From an optimization exercise on the open Yosys and OpenROAD flow, aimed at small area and a short achievable clock period; shortcuts taken in it are not production practice. The RTL was checked by simulation tests, not by an equivalence proof against the original design.

==> inputs of job 8743 <==
Design CPU, start of the top module:
module CPU
(
    input  logic        reset,
    input  logic        clk,
    output logic [31:0] pc,         
    input  logic [31:0] instr,      
    output logic [31:0] writedata,  
    output logic [31:0] aluout,     
    output logic        memwrite,   
    input  logic [31:0] readdata    
);
export LEC_CHECK = 0
export CAP_MARGIN = 20
export CORE_MARGIN = 2
export CORE_UTILIZATION = 40
export PLACE_DENSITY = 0.6
export SLEW_MARGIN = 20
create_clock -name core_clock -period 14.0 [get_ports {clk}]
standard.sh (not shown) runs the stock make flow with config.mk's settings and CLKGATE_MAP_FILE= SYNTH_SCRIPT=/design/flow/synth_recipe.tcl, a recipe that flattens the netlist after the stock synthesis.
==> flow/flow/run.sh <==
#!/bin/bash
# Standard ORFS layout (the standard.sh: standard synthesis, floorplan,
# placement, CTS, routing) with the resizer's setup repair aimed at a
# larger slack margin, so that it sizes the critical paths for speed.
# The clock period and constraints are the standard flow's own.
set -euo pipefail
bash standard.sh SETUP_SLACK_MARGIN=10 finish > standard.log 2>&1
==> inputs of job 2992, as changes to job 8743 <==
--- a/flow/design.v
+++ b/flow/design.v
@@ -297,12 +297,13 @@
 logic alusrcE;
 logic write_c0E;
 logic op_addE, op_subE, op_arithE, op_sltE, op_sllE, op_andE, op_orE, invbE;
 logic fA_c0E, fA_aluE, fA_rfE;       
 logic fB_c0E, fB_aluE, fB_rfE;       
 logic fc0_ME;                        
+logic fX_c0E, fX_aluE, fX_rfE, fX_immE;  
 logic [31:0] mux_c0E;
 logic c31E, ov1E, ov0E;
 logic [2:0] int_causeD;
 logic cause_writeD;
 logic flushE;
 logic overflowE;
@@ -319,43 +320,44 @@
 logic [31:0] aluoutM, writedataM, resultM;
 logic [4:0] writeregM;
 logic [31:0] c0M;
 logic [31:0] AD_mux_out, BD_mux_out;
 logic fwdAD, fwdBD;
 logic fwdAE_next, fwdBE_next, c0_next;
-logic sel_exc, sel_jr, sel_j, sel_br, sel_p4, sel_hold;
-assign sel_exc  = cause_write;
-assign sel_jr   = ~cause_write & jump_regD;
-assign sel_j    = ~cause_write & jumpD;
-assign sel_br   = ~cause_write & ~stall_F & pcsrcD;
-assign sel_p4   = ~cause_write & ~jump_regD & ~jumpD & ~stall_F & ~pcsrcD;
-assign sel_hold = ~cause_write & ~jump_regD & ~jumpD & stall_F;
+logic [31:0] pc_seq, pc_rest;
+logic br_taken;
+assign pc_seq   = jump_regD ? AD_mux_out :
+                  jumpD     ? pcjumpD    :
+                  stall_F   ? pcF        : pcplus4F;
+assign br_taken = pcsrcD & ~stall_F;    
+assign pc_rest  = br_taken ? pcbranchD : pc_seq;
 always_ff @(posedge reset, posedge clk)
     if(reset)
         pcF <= 0;
+    else if(cause_write)
+        pcF <= 32'd72; 
     else
-        pcF <= ({32{sel_exc}}  & 32'd72)    
-             | ({32{sel_jr}}   & AD_mux_out)
-             | ({32{sel_j}}    & pcjumpD)
-             | ({32{sel_br}}   & pcbranchD)
-             | ({32{sel_p4}}   & pcplus4F)
-             | ({32{sel_hold}} & pcF);
+        pcF <= pc_rest;
 assign pcplus4F = pcF + 32'd4;
 assign clearD = (jump_regD && !stall_D) || jumpD || cause_write || pcsrcD;
 always_ff @(posedge reset, posedge clk)
     if(reset) begin
         instrD_hi <= {6'b110001, 10'd0};  
-        squashedD     <= 1'b1;
+        squashedD <= 1'b1;
     end
-    else if(clearD) begin
+    else if(cause_write || pcsrcD) begin
         instrD_hi <= {6'b110001, 10'd0};  
-        squashedD     <= 1'b1;
+        squashedD <= 1'b1;
+    end
+    else if((jump_regD && !stall_D) || jumpD) begin
+        instrD_hi <= {6'b110001, 10'd0};  
+        squashedD <= 1'b1;
     end
     else if(~stall_D) begin
         instrD_hi <= instr[31:16];
-        squashedD     <= 1'b0;
+        squashedD <= 1'b0;
     end
 logic [4:0] raA_next, raB_next;
 assign raA_next = stall_D ? instrD[25:21] : instr[25:21];
 assign raB_next = stall_D ? instrD[20:16] : instr[20:16];
 always_ff @(posedge clk)
     if(~stall_D)
@@ -381,13 +383,13 @@
     else if(memtoregM == 2'b00)
         resultM = aluoutM;
     else
         resultM = readdata;
 assign bypassA = fwdAD;
 assign bypassB = fwdBD;
-assign bubble_next = flushE || cause_write || squashedD;
+assign bubble_next = flushE || squashedD;    
 always_ff @(posedge reset, posedge clk)
     if(reset) begin
         regwriteE   <= 0;
         memtoregE   <= 0;
         memwriteE   <= 0;
         alusrcE     <= 0;
@@ -403,12 +405,41 @@
         fA_aluE     <= 0;
         fA_rfE      <= 0;
         fB_c0E      <= 0;
         fB_aluE     <= 0;
         fB_rfE      <= 0;
         fc0_ME      <= 0;
+        fX_c0E      <= 0;
+        fX_aluE     <= 0;
+        fX_rfE      <= 0;
+        fX_immE     <= 0;
+    end
+    else if(cause_write) begin
+        regwriteE   <= 0;
+        memtoregE   <= 0;
+        memwriteE   <= 0;
+        alusrcE     <= 0;
+        write_c0E   <= 0;
+        op_addE     <= 0;
+        op_subE     <= 0;
+        op_arithE   <= 0;
+        op_sltE     <= 0;
+        op_sllE     <= 0;
+        op_andE     <= 0;
+        op_orE      <= 0;
+        fA_c0E      <= 0;
+        fA_aluE     <= 0;
+        fA_rfE      <= 0;
+        fB_c0E      <= 0;
+        fB_aluE     <= 0;
+        fB_rfE      <= 0;
+        fc0_ME      <= 0;
+        fX_c0E      <= 0;
+        fX_aluE     <= 0;
+        fX_rfE      <= 0;
+        fX_immE     <= 0;
     end
     else if(bubble_next) begin
         regwriteE   <= 0;
         memtoregE   <= 0;
         memwriteE   <= 0;
         alusrcE     <= 0;
@@ -424,12 +455,16 @@
         fA_aluE     <= 0;
         fA_rfE      <= 0;
         fB_c0E      <= 0;
         fB_aluE     <= 0;
         fB_rfE      <= 0;
         fc0_ME      <= 0;
+        fX_c0E      <= 0;
+        fX_aluE     <= 0;
+        fX_rfE      <= 0;
+        fX_immE     <= 0;
     end
     else begin
         regwriteE   <= regwriteD;
         memtoregE   <= memtoregD;
         memwriteE   <= memwriteD;
         alusrcE     <= alusrcD;
@@ -445,12 +480,16 @@
         fA_aluE     <= fwdAE_next & ~c0_next;
         fA_rfE      <= ~fwdAE_next;
         fB_c0E      <= fwdBE_next &  c0_next;
         fB_aluE     <= fwdBE_next & ~c0_next;
         fB_rfE      <= ~fwdBE_next;
         fc0_ME      <= memtoregD == 2'b10 && write_c0E && writeregD == writeregE;
+        fX_c0E      <= ~alusrcD & fwdBE_next &  c0_next;
+        fX_aluE     <= ~alusrcD & fwdBE_next & ~c0_next;
+        fX_rfE      <= ~alusrcD & ~fwdBE_next;
+        fX_immE     <= alusrcD;
     end
 assign fwdAE_next = rsD != 0 && rsD == writeregE && regwriteE;
 assign fwdBE_next = rtD != 0 && rtD == writeregE && regwriteE;
 assign c0_next    = memtoregE == 2'b10;
 always_ff @(posedge clk) begin
     invbE     <= alucontrolD[2];
@@ -466,13 +505,16 @@
 assign srcAE = ({32{fA_c0E}}  & c0M)
              | ({32{fA_aluE}} & aluoutM)
              | ({32{fA_rfE}}  & rd1E);
 assign writedataE = ({32{fB_c0E}}  & c0M)
                   | ({32{fB_aluE}} & aluoutM)
                   | ({32{fB_rfE}}  & rd2E);
-assign srcBE = alusrcE ? signimmE : writedataE;
+assign srcBE = ({32{fX_c0E}}  & c0M)
+             | ({32{fX_aluE}} & aluoutM)
+             | ({32{fX_rfE}}  & rd2E)
+             | ({32{fX_immE}} & signimmE);
 assign overflowE   = c31E ? ov1E : ov0E;
 assign cause_write = c31E ? (ov1E | cause_writeD) : (ov0E | cause_writeD);
 assign int_cause   = overflowE ? 3'b001 : int_causeD;
 always_ff @(posedge reset, posedge clk)
     if(reset) begin
         regwriteM  <= 0;
==> flow/flow/run.sh (replaced) <==
#!/bin/bash
# Standard ORFS layout (the standard.sh: standard synthesis, floorplan,
# placement, CTS, routing) with the resizer's setup repair aimed at a
# larger slack margin, so that it sizes the critical paths for speed, and
# the ports buffered with buf_2 cells.  The clock period and constraints
# are the standard flow's own.
set -euo pipefail
bash standard.sh SETUP_SLACK_MARGIN=9.7 BUFFER_PORTS_ARGS="-buffer_cell sky130_fd_sc_hd__buf_2" finish > standard.log 2>&1
- CORE_UTILIZATION: 40 -> 50
- CTS_CLUSTER_DIAMETER: default -> 100
- CTS_CLUSTER_SIZE: default -> 20
==> summary.txt <==
Job 8743 produced a clean layout. Job 2992 completed without violations.
Of job 8743 and job 2992, job 2992 has the higher setup slack (gap 110 ps).
Between job 2992 and job 8743, the lower non-clock buffer count is in job 2992 (gap 158).
In job 2992 the clock skew is lower than in job 8743, by 30 ps.
Between job 8743 and job 2992, the lower first-iteration DRC count is in job 8743 (gap about 2.4%, measured against job 2992).
Against job 2992, the sequential cell count of job 8743 is lower by 3.

-- separate check: timing with driven ports --
Ports are ideal in the flow. The routed layouts listed here were re-timed in OpenROAD.
Step 1 sets driving cells, clkbuf_16 on the clock port and buf_2 on the other inputs (assumed; they add their load-dependent delay and slew).
Step 2 adds t to the input delays and takes it off the output delays; t is the mean of the earliest and latest rising clock arrival at the registers after step 1. Input paths then give back, and output paths get back, about the clock's delay inside the block.
a / b / c = no drivers / after step 1 / after step 2; a / b = the first two.
| run | t, ns | setup slack, ns | worst hold slack (ns) | cell pins on the clock port's net |
|---|---|---|---|---|
| job 8743 | 0.901 | 9.195 / 9.195 / 8.995 | 0.401 / 0.401 / 0.401 | 1 |
| job 2992 | 0.823 | 9.305 / 9.305 / 8.960 | 0.399 / 0.399 / 0.399 | 1 |
After both steps every run listed still meets setup and hold. The setup slack of job 2992, which loses most, moves by 0.000 ns with the drivers and by -0.345 ns with both steps.
